From an optimization exercise on the open Yosys and OpenROAD flow, aimed at small area and a short achievable clock period; shortcuts taken in it are not production practice.
Only simulation tests tie the RTL to the original design; equivalence was not proved.
No activity file was given, so power comes from the tool's default toggle rates.

[config.mk]
export PLATFORM = sky130hd
export DESIGN_NAME = fp_adder_top
export DESIGN_NICKNAME = fp_adder_top
export VERILOG_FILES = /design/flow/design.v
export SDC_FILE = /design/flow/constraint.sdc
export NUM_CORES = 4
export LEC_CHECK = 0
export CAP_MARGIN = 20
export CORE_MARGIN = 2
export CORE_UTILIZATION = 40
export SLEW_MARGIN = 20
[constraint.sdc]
create_clock -name core_clock -period 40.0 [get_ports {clk}]
set_input_delay 8.0000 -clock core_clock [delete_from_list [all_inputs] [get_ports {clk}]]
set_output_delay 8.0000 -clock core_clock [all_outputs]
set_load 0.01 [all_outputs]
[design.v]
module adder_floating_point(
							input logic signed [31:0]  operand_normalized_ieee_a , operand_normalized_ieee_b , 
							output logic signed [31:0]  final_sum , 
							output logic zero ,
							output logic overflow ,
							output logic underflow ,
							input logic op 
							);
logic carrynan;
logic signed [24:0]  fraction_a , fraction_b ; 
logic signed [24:0] sum ; 
logic [7:0] exponent_a , exponent_b , positive_difference , biggest_exponent;
logic signB;
always_comb
	begin
	sum = 0;
	carrynan = 0;
	overflow = 0;
	underflow = 0;
	signB=op^operand_normalized_ieee_b[31];
		fraction_a [22:0] = operand_normalized_ieee_a [22:0] ;
		fraction_a[23] = 1 ;
		fraction_a[24] = 0 ;
		exponent_a = operand_normalized_ieee_a [30:23] ;
		fraction_b [22:0] = operand_normalized_ieee_b [22:0] ;
		fraction_b[23] = 1 ;
		fraction_b[24] = 0 ;
		exponent_b = operand_normalized_ieee_b [30:23] ;
	if(exponent_a >= exponent_b)
		begin	
			positive_difference = exponent_a - exponent_b;
			fraction_b >>>= positive_difference ;
			biggest_exponent = exponent_a ; 
		end
	else 
		begin
			positive_difference = exponent_b - exponent_a;
			fraction_a>>>= positive_difference ;
			biggest_exponent = exponent_b;
		end
		if (&exponent_a & ~&exponent_b)
			final_sum = operand_normalized_ieee_a ;
		else if (&exponent_b & ~&exponent_a)
			begin	
			final_sum[30:0] = operand_normalized_ieee_b[30:0] ;
			final_sum[31] = signB ;
			end
		else if (&exponent_a & &exponent_b )
			begin
					if (operand_normalized_ieee_a[31] != signB)
							final_sum = 32'b01111111100000000000000000000001 ;
						else 
							begin
								{carrynan,final_sum[22:0]} = fraction_a + fraction_b ;
								final_sum[31] = operand_normalized_ieee_a[31];
								final_sum [30:23] = biggest_exponent ;
								if(carrynan)
									final_sum = 32'b01111111100000000000000000000001 ;
							end
			end
		else if ((operand_normalized_ieee_a==0)&(operand_normalized_ieee_b==0))
						final_sum = 32'b0;
		else if ((~&exponent_a & ~&exponent_b) & (operand_normalized_ieee_a[22:0] == operand_normalized_ieee_b[22:0]) & (operand_normalized_ieee_a[31] != signB) & (exponent_a == exponent_b) )
						final_sum = 32'b0;
			else
				begin
if(operand_normalized_ieee_a[31]==signB)
begin
		sum = fraction_a + fraction_b;	
		final_sum[31]=operand_normalized_ieee_a[31];
		if (sum[24] == 1 )
		begin
			biggest_exponent= biggest_exponent + 1 ;
			sum=sum>>1;
end					
end
else
if (exponent_a > exponent_b)
begin
			sum = fraction_a - fraction_b;	
      final_sum[31]=operand_normalized_ieee_a[31];
end
else if (exponent_a < exponent_b)
  begin
		sum = fraction_b - fraction_a;	
final_sum[31]=signB;
end
else if (fraction_a>=fraction_b)
  begin
		sum=fraction_a - fraction_b;
    final_sum[31]=operand_normalized_ieee_a[31];
end
else
  begin
		sum=fraction_b - fraction_a;
	final_sum[31]=signB;
	end
        if (sum[23]==0)
        for(int i =0 ; i<=23;i=i+1)	
        begin
          if(sum[23]==0)
          begin
            if (biggest_exponent>=1) 
            begin	
            biggest_exponent=biggest_exponent-1;
            sum=sum<<1;
            end
          end
        end
 if (sum[24] == 1 )
		begin
			biggest_exponent= biggest_exponent + 1 ;
			sum=sum>>1;
			end     
final_sum[30:23]=biggest_exponent;
final_sum[22:0]=sum[22:0];
		end
if (biggest_exponent == 0)
			begin
			underflow = 1 ; 
			end
else if (biggest_exponent > 8'd254)
			begin
			overflow = 1 ;
			end
zero = (~|final_sum);
end
endmodule
module fp_adder_top (
    input  logic        clk,
    input  logic        rst,
    input  logic        start,
    input  logic [31:0] operand_normalized_ieee_a,
    input  logic [31:0] operand_normalized_ieee_b,
    input  logic        op,
    output logic [31:0] final_sum,
    output logic        finish,
    output logic        zero,
    output logic        overflow,
    output logic        underflow
);
  logic [31:0] a_q, b_q;
  logic        op_q, valid_q;
  logic [31:0] sum_d;
  logic        zero_d, overflow_d, underflow_d;
  always_ff @(posedge clk) begin
    a_q  <= operand_normalized_ieee_a;
    b_q  <= operand_normalized_ieee_b;
    op_q <= op;
    if (rst) valid_q <= 1'b0;
    else     valid_q <= start;
  end
  adder_floating_point u_add (
      .operand_normalized_ieee_a(a_q),
      .operand_normalized_ieee_b(b_q),
      .final_sum(sum_d),
      .zero(zero_d),
      .overflow(overflow_d),
      .underflow(underflow_d),
      .op(op_q)
  );
  always_ff @(posedge clk) begin
    final_sum <= sum_d;
    zero      <= zero_d;
    overflow  <= overflow_d;
    underflow <= underflow_d;
    if (rst) finish <= 1'b0;
    else     finish <= valid_q;
  end
endmodule
[run.sh]
#!/bin/bash
# synth_recipe.tcl (not shown) runs the flow's synth.tcl, then flattens the netlist and writes it again
# the make line also repeats each setting of config.mk as NAME=value (left out here)
make -C /OpenROAD-flow-scripts/flow DESIGN_CONFIG=/design/flow/config.mk WORK_HOME=/design/flow/orfs CLKGATE_MAP_FILE= SYNTH_SCRIPT=/design/flow/synth_recipe.tcl finish
==> summary.txt, run 1 <==
Run status
  – Result of the run: finished clean

Die
  – Area of the core: 0.07296 mm^2
  – Effective utilization at floorplan: 0.4037
  – Height of the die: 275.4 um
  – Die X: 275.4 um
  – Full die area: 0.07583 mm^2
  – Number of I/O pins: 104
  – Total number of placement rows: 99

Hold path
  – Min-Delay Endpoint: finish$_SDFF_PP0_
  – Number of instances on the worst hold path: 1
  – Tightest Hold Check Type: reg -> reg
  – Hold Path Origin: valid_q$_SDFF_PP0_

Routing
  – Remaining antenna violation count: 0
  – Routed WL: 119.9 mm
  – Number of remaining DRC errors: 0
  – Vias: 34610
  – Routed length on met2: 49.46 mm
  – Routed met3 length: 9.736 mm
  – Violation count after the first detailed-routing iteration: 3949
  – Routed wirelength normalized by instance count: 22.07 um
  – Vias per inst: 6.369
  – Routed length on met1: 56.79 mm
  – Top Layer Used: met5
  – Drt first pass iters: 8

Timing
  – Setup violators final: 0
  – Final hold violation count: 0
  – Slew of the pin with the lowest slew margin: 1.222 ns
  – Share of the cycle needed by the critical path after routing: 0.9438
  – Peak clock frequency supported by timing: 0.02649 GHz
  – Final worst hold slack: 0.4471 ns
  – Final Max Tran Viols: 0
  – Time the final worst path needs with I/O delays and setup: 37.75 ns
  – Tightest slew margin relative to the limit: 0.1857
  – Slack of the critical path: 2.249 ns
  – Clock skew: 0.01118 ns

Finish
  – Area added between synthesis and finish: 14.55%
  – Number of nets in the finished design: 4679
  – Share of final-layout standard cells stronger than drive strength 1: 0.1375
  – Filler-free cell count of the finished design: 5434
  – Area of all placed cells without fillers: 0.03374 mm^2

Placed design
  – Number of instances in the placed design: 5351
  – HPWL Detailed: 94.69 mm
  – Final estimated routing congestion in global placement: 0.9882
  – Worst slack, placed: -0.6087 ns
  – Post-placement cell area: 0.03226 mm^2
  – Buffers on Ports: 103

Synthesis
  – Yosys top cell by area: sky130_fd_sc_hd__mux2i_1
  – Number of nets produced by synthesis: 4588
  – Total of warnings raised by yosys: 2
  – Most frequent cell after synthesis: sky130_fd_sc_hd__nand2_1
  – Proportion of register bits with asynchronous set or reset after synthesis: 0
  – Number of flops mapped to enable cells by yosys: 0
  – Post-Syn Area: 0.02946 mm^2
  – Number of different library cells in the post-synthesis netlist: 141
  – Cell types with the largest area share after synthesis: sky130_fd_sc_hd__mux2i_1, sky130_fd_sc_hd__nand2_1, sky130_fd_sc_hd__dfxtp_1
  – Synth Register Bits: 102
  – Synthesized instance count: 4378
  – Most frequent cells after synthesis: sky130_fd_sc_hd__nand2_1, sky130_fd_sc_hd__nor2_1, sky130_fd_sc_hd__a21oi_1, sky130_fd_sc_hd__o21ai_0, sky130_fd_sc_hd__mux2i_1
  – Synthesized area divided by synthesized cell count: 6.728 um^2
  – Proportion of netlist area held by the largest area contributor: 0.09311
  – Share of the yosys chip area belonging to registers: 0.06932
  – Dominant register cell in the synthesized netlist: sky130_fd_sc_hd__dfxtp_1

Global route
  – Pin count of the biggest net entering global routing: 46
  – Antenna violations before repair: 1
  – Vias in the first global route: 30812
  – Global-route wire length before repair: 182.5 mm
  – Global route total overflow: 0
  – Tot GR Track Use: 0.3004

Critical path
  – Delay contributed by the slowest stage of the critical path: 0.56 ns
  – Capture point of the worst reg-to-reg path: zero$_DFF_P_
  – Length in cells of the worst reg-to-reg path: 190
  – Critical path endpoint category: flop
  – Worst reg2reg setup slack: 2.25 ns
  – Critical path type: reg -> reg
  – Crit start category: flop
  – Required time at the worst-slack endpoint: 40.27 ns
  – Cell with the biggest individual delay on the critical path: sky130_fd_sc_hd__or4_1
  – Worst Path Max Fanout: 32
  – Arrival @ worst endpoint: 38.02 ns
  – R2R Path Start: a_q[23]$_DFF_P_

CTS
  – TritonCTS clock tree: yes
  – Clock root buffer: sky130_fd_sc_hd__clkbuf_16
  – Number of buffers on the longest clock path: 2
  – Clock network latency to the later pin of the worst-skew pair: 0.38 ns
  – Clock buffers created by TritonCTS: 9
  – Register clock-pin slew on the reported worst setup and hold paths: 0.08 ns
  – Sinks on the clock net: 102
  – Max H-tree Level: 3

Power and ir drop
  – Total power divided by cell area: 102.1 mW/mm^2
  – Leak Pwr: 0.01275 uW
  – Total Power Consumption: 3445 uW
  – Peak supply drop: 0.00005792 V

Job
  – Max Cap Viol: 0
## stage by stage
step	TNS [ns]	utilization
2_1_floorplan	0	-
3_3_place_gp	0	0.4422
3_5_place_dp	-1.729	0.4422
4_1_cts	0	0.4474
5_1_grt	-0.7570	0.4624
6_report	0	0.4625
## area by class of cell
cell class	count	area (um^2)
Antenna cell	1	2.502
Tap cell	959	1200
Timing Repair Buffer	316	2739
Inverter	181	679.4
Clock inverter	7	80.08
Sequential cell	102	2044
Clock buffer	9	225.2
Fill cell	7563	39220
Multi-Input combinational cell	3859	26770
## routing by layer
layer  GRT usage  vias to the layer above
met4     0.09346                        2
met1      0.4461                    16269
met2      0.4437                     1543
met3     0.03967                      202
met5           0                        -
li1            -                    16594
## kinds of logic after synthesis
logic type / Yosys count / synth area share
AOI/OAI and AO/OA: 1539 / 0.3600
xor gates and xnor gates: 156 / 0.04664
adders and majority gates: 142 / 0.06159
buffers and inverters: 419 / 0.05700
DFF: 102 / 0.06932
muxes: 370 / 0.1333
and+or+nand+nor: 1650 / 0.2721
## worst max-delay path: cells and delay by family (launching register included)
kind                     cells  cell delay [ns]
multiplexers                 5             1.55
adder cells (fa/ha/maj)     27             6.26
flip-flops                   1             0.38
XOR/XNOR                    14             2.91
AND/OR/NAND/NOR             59            11.33
AO/OA/AOI/OAI               52            10.98
buffers and inverters       33             4.12
## cell usage in the layout (no fill, tap or decap), types with 39 or more instances in the layout
master | Yosys | final
sky130_fd_sc_hd__nand2_1 | 550 | 544
sky130_fd_sc_hd__nor2_1 | 439 | 430
sky130_fd_sc_hd__a21oi_1 | 399 | 387
sky130_fd_sc_hd__mux2i_1 | 274 | 272
sky130_fd_sc_hd__o21ai_0 | 278 | 272
sky130_fd_sc_hd__buf_4 | 13 | 204
sky130_fd_sc_hd__inv_1 | 169 | 164
sky130_fd_sc_hd__ha_1 | 137 | 116
sky130_fd_sc_hd__clkdlybuf4s50_1 | 0 | 103
sky130_fd_sc_hd__nand3_1 | 105 | 101
sky130_fd_sc_hd__dfxtp_1 | 102 | 100
sky130_fd_sc_hd__nor3_1 | 96 | 93
sky130_fd_sc_hd__xnor2_1 | 108 | 87
sky130_fd_sc_hd__mux2_2 | 81 | 81
sky130_fd_sc_hd__o211ai_1 | 62 | 62
sky130_fd_sc_hd__a21o_1 | 62 | 60
sky130_fd_sc_hd__nand4_1 | 57 | 57
sky130_fd_sc_hd__a31oi_1 | 61 | 57
sky130_fd_sc_hd__nor4_1 | 62 | 56
sky130_fd_sc_hd__o21ai_1 | 52 | 50
sky130_fd_sc_hd__and2_1 | 52 | 49
sky130_fd_sc_hd__a211oi_1 | 49 | 46
sky130_fd_sc_hd__xor2_1 | 47 | 45
sky130_fd_sc_hd__and3_1 | 45 | 44
sky130_fd_sc_hd__o21a_1 | 42 | 42
sky130_fd_sc_hd__nand2b_1 | 42 | 41
sky130_fd_sc_hd__a22o_1 | 40 | 39
## registers in the layout (all words and copies together) (netlist names)
register	flops
a_q	32
b_q	32
final_sum	32
finish	1
op_q	1
overflow	1
underflow	1
valid_q	1
zero	1
## worst max path at each step
stage,startpoint,to,cells after the start
final,a_q[23]$_DFF_P_,zero$_DFF_P_,190
after global routing,b_q[23]$_DFF_P_,zero$_DFF_P_,193
after CTS,b_q[23]$_DFF_P_,zero$_DFF_P_,189
after detailed placement,a_q[25]$_DFF_P_,zero$_DFF_P_,192
after global placement,a_q[25]$_DFF_P_,underflow$_DFF_P_,190
after floorplan,b_q[23]$_DFF_P_,zero$_DFF_P_,229
## power by group
group | internal [uW] | leakage (uW) | switching [uW]
clock network | 45.0 | 0.000146 | 47.6
registers | 124 | 0.000859 | 20.5
logic | 1190 | 0.0117 | 2020
## repair_timing
action / CTS / global route
cloned: 0 / 4
endpoints found under the setup margin: 10 / 34
pin swaps: 2 / 41
buffers inserted: 5 / 57
hold buffers: 0 / 0
resized for setup: 10 / 108
==> inputs of run 2 (changes only) <==
==> design.v (replaced) <==
module adder_floating_point (
    input  logic [31:0] operand_normalized_ieee_a,
    input  logic [31:0] operand_normalized_ieee_b,
    output logic [31:0] final_sum,
    output logic        zero,
    output logic        overflow,
    output logic        underflow,
    input  logic        op
);
  logic        sa, sb, eff_sub;
  logic [7:0]  ea, eb;
  logic [22:0] ma, mb;
  assign sa = operand_normalized_ieee_a[31];
  assign sb = operand_normalized_ieee_b[31] ^ op;
  assign ea = operand_normalized_ieee_a[30:23];
  assign eb = operand_normalized_ieee_b[30:23];
  assign ma = operand_normalized_ieee_a[22:0];
  assign mb = operand_normalized_ieee_b[22:0];
  assign eff_sub = sa ^ sb;
  logic [8:0]  dab;
  logic        e_ge, e_eq, a_big;
  logic [7:0]  diff, e_big;
  assign dab   = {1'b0, ea} - {1'b0, eb};
  assign e_ge  = ~dab[8];
  assign e_eq  = (ea == eb);
  assign diff  = e_ge ? dab[7:0] : (eb - ea);
  assign e_big = e_ge ? ea : eb;
  assign a_big = (e_ge & ~e_eq) | (e_eq & (ma >= mb));
  logic a_inf, b_inf, both_inf, one_inf, zcase;
  assign a_inf    = &ea;
  assign b_inf    = &eb;
  assign both_inf = a_inf & b_inf;
  assign one_inf  = a_inf ^ b_inf;
  assign zcase    = ((operand_normalized_ieee_a == 32'd0) & (operand_normalized_ieee_b == 32'd0)) |
                    (e_eq & (ma == mb) & eff_sub);
  logic [23:0] mx, my, my_sh;
  logic        sign;
  assign mx   = a_big ? {1'b1, ma} : {1'b1, mb};
  assign my   = a_big ? {1'b1, mb} : {1'b1, ma};
  assign sign = a_big ? sa : sb;
  assign my_sh = (one_inf | (diff > 8'd23)) ? 24'd0 : (my >> diff[4:0]);
  logic [24:0] s;
  assign s = eff_sub ? ({1'b0, mx} - {1'b0, my_sh}) : ({1'b0, mx} + {1'b0, my_sh});
  logic [23:0] t;
  logic [4:0]  lz;
  always_comb begin
    t = s[23:0];
    if (e_big < 8'd24) t[5'd23 - e_big[4:0]] = 1'b1;
    lz = 5'd0;
    for (int i = 0; i <= 23; i++)
      if (t[i]) lz = 5'(23 - i);
  end
  logic [23:0] s_l;
  logic [22:0] frac;
  logic [7:0]  e_n;
  assign s_l = s[23:0] << lz;
  always_comb begin
    if (!eff_sub && s[24]) begin
      frac = s[23:1];
      e_n  = e_big + 8'd1;
    end else if (!eff_sub) begin
      frac = s[22:0];
      e_n  = e_big;
    end else begin
      frac = s_l[22:0];
      e_n  = e_big - {3'd0, lz};
    end
  end
  always_comb begin
    if (both_inf) begin
      if (eff_sub | s[23]) final_sum = 32'h7f800001;
      else                 final_sum = {sa, 8'hff, s[22:0]};
    end else begin
      final_sum[31]    = sign & ~zcase;
      final_sum[30:23] = zcase ? 8'd0 : e_n;
      final_sum[22:0]  = frac;
    end
    overflow  = &final_sum[30:23];
    underflow = (final_sum[30:23] == 8'd0) & ~(zcase & (ea != 8'd0));
    zero      = ~|final_sum;
  end
endmodule
module fp_adder_top (
    input  logic        clk,
    input  logic        rst,
    input  logic        start,
    input  logic [31:0] operand_normalized_ieee_a,
    input  logic [31:0] operand_normalized_ieee_b,
    input  logic        op,
    output logic [31:0] final_sum,
    output logic        finish,
    output logic        zero,
    output logic        overflow,
    output logic        underflow
);
  logic [31:0] a_q, b_q;
  logic        op_q, valid_q;
  logic [31:0] sum_d;
  logic        zero_d, overflow_d, underflow_d;
  always_ff @(posedge clk) begin
    a_q  <= operand_normalized_ieee_a;
    b_q  <= operand_normalized_ieee_b;
    op_q <= op;
    if (rst) valid_q <= 1'b0;
    else     valid_q <= start;
  end
  adder_floating_point u_add (
      .operand_normalized_ieee_a(a_q),
      .operand_normalized_ieee_b(b_q),
      .final_sum(sum_d),
      .zero(zero_d),
      .overflow(overflow_d),
      .underflow(underflow_d),
      .op(op_q)
  );
  always_ff @(posedge clk) begin
    final_sum <= sum_d;
    zero      <= zero_d;
    overflow  <= overflow_d;
    underflow <= underflow_d;
    if (rst) finish <= 1'b0;
    else     finish <= valid_q;
  end
endmodule
==> summary.txt, run 2 <==
CTS
  – Max H-tree Level: 3
  – Buffers inserted by post-CTS timing repair: 0
  – Register clock-pin slew on the reported worst setup and hold paths: 0.07 ns
  – Sinks on the clock net: 102
  – TritonCTS clock tree: yes
  – Clock root buffer: sky130_fd_sc_hd__clkbuf_16
  – Hold bufs inserted after CTS: 0
  – Number of buffers on the longest clock path: 2
  – Post-cts repair resize count: 0
  – Clock network latency to the later pin of the worst-skew pair: 0.38 ns
  – Clock buffers created by TritonCTS: 9

Power and ir drop
  – Peak supply drop: 0.00007427 V
  – Switching Power: 937.4 uW
  – Combinational Power Share: 0.857
  – Clock network fraction of design power: 0.055
  – Leak Pwr: 0.005945 uW
  – Sequential share of power: 0.088
  – Total power divided by cell area: 100.7 mW/mm^2
  – Total Power Consumption: 1551 uW
  – Switching fraction of total power: 0.6044
  – Pint: 613.5 uW

Timing
  – Clock skew: 0.008487 ns
  – Tightest slew margin relative to the limit: 0.2158
  – Final Max Tran Viols: 0
  – RSZ-0062 raised after global routing: false
  – Setup violators final: 0
  – TNS Setup: 0 ns
  – Time the final worst path needs with I/O delays and setup: 14.37 ns
  – Slack of the critical path: 25.63 ns
  – Peak clock frequency supported by timing: 0.06959 GHz
  – Slew of the pin with the lowest slew margin: 1.164 ns
  – Share of the cycle needed by the critical path after routing: 0.3593
  – Final hold violation count: 0

Die
  – Total number of placement rows: 67
  – Full die area: 0.03555 mm^2
  – Die X: 188.5 um
  – Height of the die: 188.5 um
  – Effective utilization at floorplan: 0.4062
  – Number of I/O pins: 104
  – Area of the core: 0.03353 mm^2

Placed design
  – Buffers on Ports: 103
  – Final estimated routing congestion in global placement: 1.028
  – Worst slack, placed: 26.07 ns
  – Post-placement cell area: 0.01511 mm^2
  – HPWL Detailed: 50.41 mm

Synthesis
  – Proportion of register bits with asynchronous set or reset after synthesis: 0
  – Synthesized area divided by synthesized cell count: 7.215 um^2
  – Dominant register cell in the synthesized netlist: sky130_fd_sc_hd__dfxtp_1
  – Total of warnings raised by yosys: 2
  – Most frequent cell after synthesis: sky130_fd_sc_hd__nand2_1
  – Most frequent cells after synthesis: sky130_fd_sc_hd__nand2_1, sky130_fd_sc_hd__nor2_1, sky130_fd_sc_hd__a21oi_1, sky130_fd_sc_hd__o21ai_0, sky130_fd_sc_hd__dfxtp_1
  – Number of flops mapped to enable cells by yosys: 0
  – Cell types with the largest area share after synthesis: sky130_fd_sc_hd__dfxtp_1, sky130_fd_sc_hd__ha_1, sky130_fd_sc_hd__nand2_1
  – Number of different library cells in the post-synthesis netlist: 118
  – Post-Syn Area: 0.01362 mm^2
  – Proportion of netlist area held by the largest area contributor: 0.1499
  – Share of the yosys chip area belonging to registers: 0.1499
  – Yosys top cell by area: sky130_fd_sc_hd__dfxtp_1
  – Synth Register Bits: 102
  – Synthesized instance count: 1888
  – Number of nets produced by synthesis: 2035

Critical path
  – Worst reg2reg setup slack: 25.63 ns
  – Delay contributed by the slowest stage of the critical path: 0.85 ns
  – Critical path type: reg -> reg
  – Crit start category: flop
  – Worst Path Max Fanout: 34
  – Required time at the worst-slack endpoint: 40.30 ns
  – Path length in cells of the critical path: 46
  – Cell with the biggest individual delay on the critical path: sky130_fd_sc_hd__xnor2_1
  – Most common cell type on the critical path: sky130_fd_sc_hd__a21oi_1
  – Buffers & Inverters on Critical Path: 5
  – Arrival @ worst endpoint: 14.67 ns
  – Largest delay contributor family on the critical path: simple AND/OR/NAND/NOR gates
  – Critical path endpoint category: flop
  – Length in cells of the worst reg-to-reg path: 46

Finish
  – Utilization of the core after routing: 0.4592
  – Share of final-layout standard cells stronger than drive strength 1: 0.08992
  – Area of all placed cells without fillers: 0.01540 mm^2
  – Area added between synthesis and finish: 13.04%
  – Commonest non-fill, non-tap cell in the layout: sky130_fd_sc_hd__nand2_1
  – Biggest registers after layout: a_q (32), b_q (32), final_sum (32)
  – Number of nets in the finished design: 2077
  – Count of inserted antenna diode cells: 0
  – Area of combinational cells with multiple inputs: 0.01081 mm^2
  – Number of inserted filler cells in the final layout: 3416
  – Reg area: 0.002042 mm^2
  – Commonest cells after routing, fill and taps aside: sky130_fd_sc_hd__nand2_1, sky130_fd_sc_hd__nor2_1, sky130_fd_sc_hd__a21oi_1

Hold path
  – Number of instances on the worst hold path: 1
  – Tightest Hold Check Type: reg -> reg

Global route
  – Vias in the first global route: 15009
  – Antenna violations before repair: 1
  – Global-route wire length before repair: 96.66 mm
  – Tot GR Track Use: 0.3589
  – Global route total overflow: 0
  – Pin count of the biggest net entering global routing: 57

Job
  – Max Cap Viol: 0

Routing
  – Vias: 16093
  – Routed WL: 64.86 mm
  – Drt first pass iters: 7
  – Number of remaining DRC errors: 0
  – Remaining antenna violation count: 0
  – Violation count after the first detailed-routing iteration: 2490
  – Routed wirelength normalized by instance count: 27.22 um
  – Vias per inst: 6.753

Run status
  – Result of the run: finished clean
-- run 2: cell types whose count changed after synthesis, sizes merged, moves of 45 or more --
| cell | before | now |
|---|---|---|
| nand2 | 552 | 218 |
| nor2 | 445 | 137 |
| a21oi | 408 | 135 |
| mux2i | 276 | 74 |
| o21ai | 335 | 139 |
| inv | 179 | 84 |
| clkbuf | 150 | 75 |
| xnor2 | 108 | 37 |
| ha | 137 | 75 |
| mux2 | 86 | 30 |
| buf | 88 | 43 |
| nor3 | 104 | 59 |
-- run 2: cells by family after synthesis --
group,share of synthesized area
multiplexers,0.09351
adder cells (fa/ha/maj),0.07477
XOR/XNOR,0.03601
buffers and inverters,0.06356
AND/OR/NAND/NOR,0.2555
AO/OA/AOI/OAI,0.3267
flip-flops,0.1499
-- run 2: per-layer routing --
metal  vias to the layer above  track usage  wire length (um)
met4                         2       0.1629              3043
met2                      1101       0.5222             26620
met5                         -            0                13
met3                       181      0.08475              7663
met1                      7573       0.4993             27520
li1                       7236            -                 -
-- run 2: final cells by class --
cell class | count | share of cell area
Sequential cell | 102 | 0.1326
Tap cell | 448 | 0.03640
Inverter | 85 | 0.02072
Multi-Input combinational cell | 1583 | 0.7021
Timing Repair Buffer | 149 | 0.08962
Clock buffer | 12 | 0.01666
Clock inverter | 4 | 0.001869
-- run 2: final timing paths --
kind,endpoint,from
max reg2reg,zero$_DFF_P_,a_q[28]$_DFF_P_
min,finish$_SDFF_PP0_,valid_q$_SDFF_PP0_
min reg2reg,finish$_SDFF_PP0_,valid_q$_SDFF_PP0_
max,zero$_DFF_P_,a_q[28]$_DFF_P_
-- run 2: metrics by stage --
stage / instances / hold slack, ns
2_1_floorplan: 1888 / 0.4138
3_3_place_gp: 2366 / 0.4168
3_5_place_dp: 2367 / 0.4388
4_1_cts: 2383 / 0.4534
5_1_grt: 2383 / 0.4777
6_report: 2383 / 0.4528
-- run 2: power groups by stage --
stage	combinational, uW	clock [uW]	sequential [uW]
2_1_floorplan	810	0	143
5_1_grt	1390	92.9	138
3_3_place_gp	1280	0	138
4_1_cts	1270	88.1	136
6_report	1330	85.6	136
3_5_place_dp	1260	0	138
-- run 2: worst reg2reg max path: cells and delay by family, from the launching register on --
family,cells,cell delay (ns)
simple gates,18,5.55
buf+inv,5,1.43
compound gates,16,4.48
mux,2,0.23
flops,1,0.42
fa+ha+maj,3,1.17
xor+xnor,2,1.01

re-timing with driven ports:
In the flow no input, the clock included, has a driving cell. The finished layouts below were timed again as built, in two steps.
Step 1: set_driving_cell puts a clkbuf_16 on clk and a buf_2 on each other input, an assumption about the parent block.
Step 2, shift: input delay + t, output delay - t, t = (earliest + latest rising clock arrival at the registers) / 2. This alone moves slack from input paths to output paths.
Slacks: ideal ports / drivers / drivers and shift; pairs: ideal ports / drivers.
| run | t, ns | slack for setup (ns) | slew at the worst register clock pin (ns) |
|---|---|---|---|
| run 1 | 0.417 | 2.249 / 2.249 / 2.249 | 0.08 / 0.08 |
| run 2 | 0.432 | 25.630 / 25.630 / 25.630 | 0.07 / 0.07 |
After both steps every run listed still meets setup and hold.
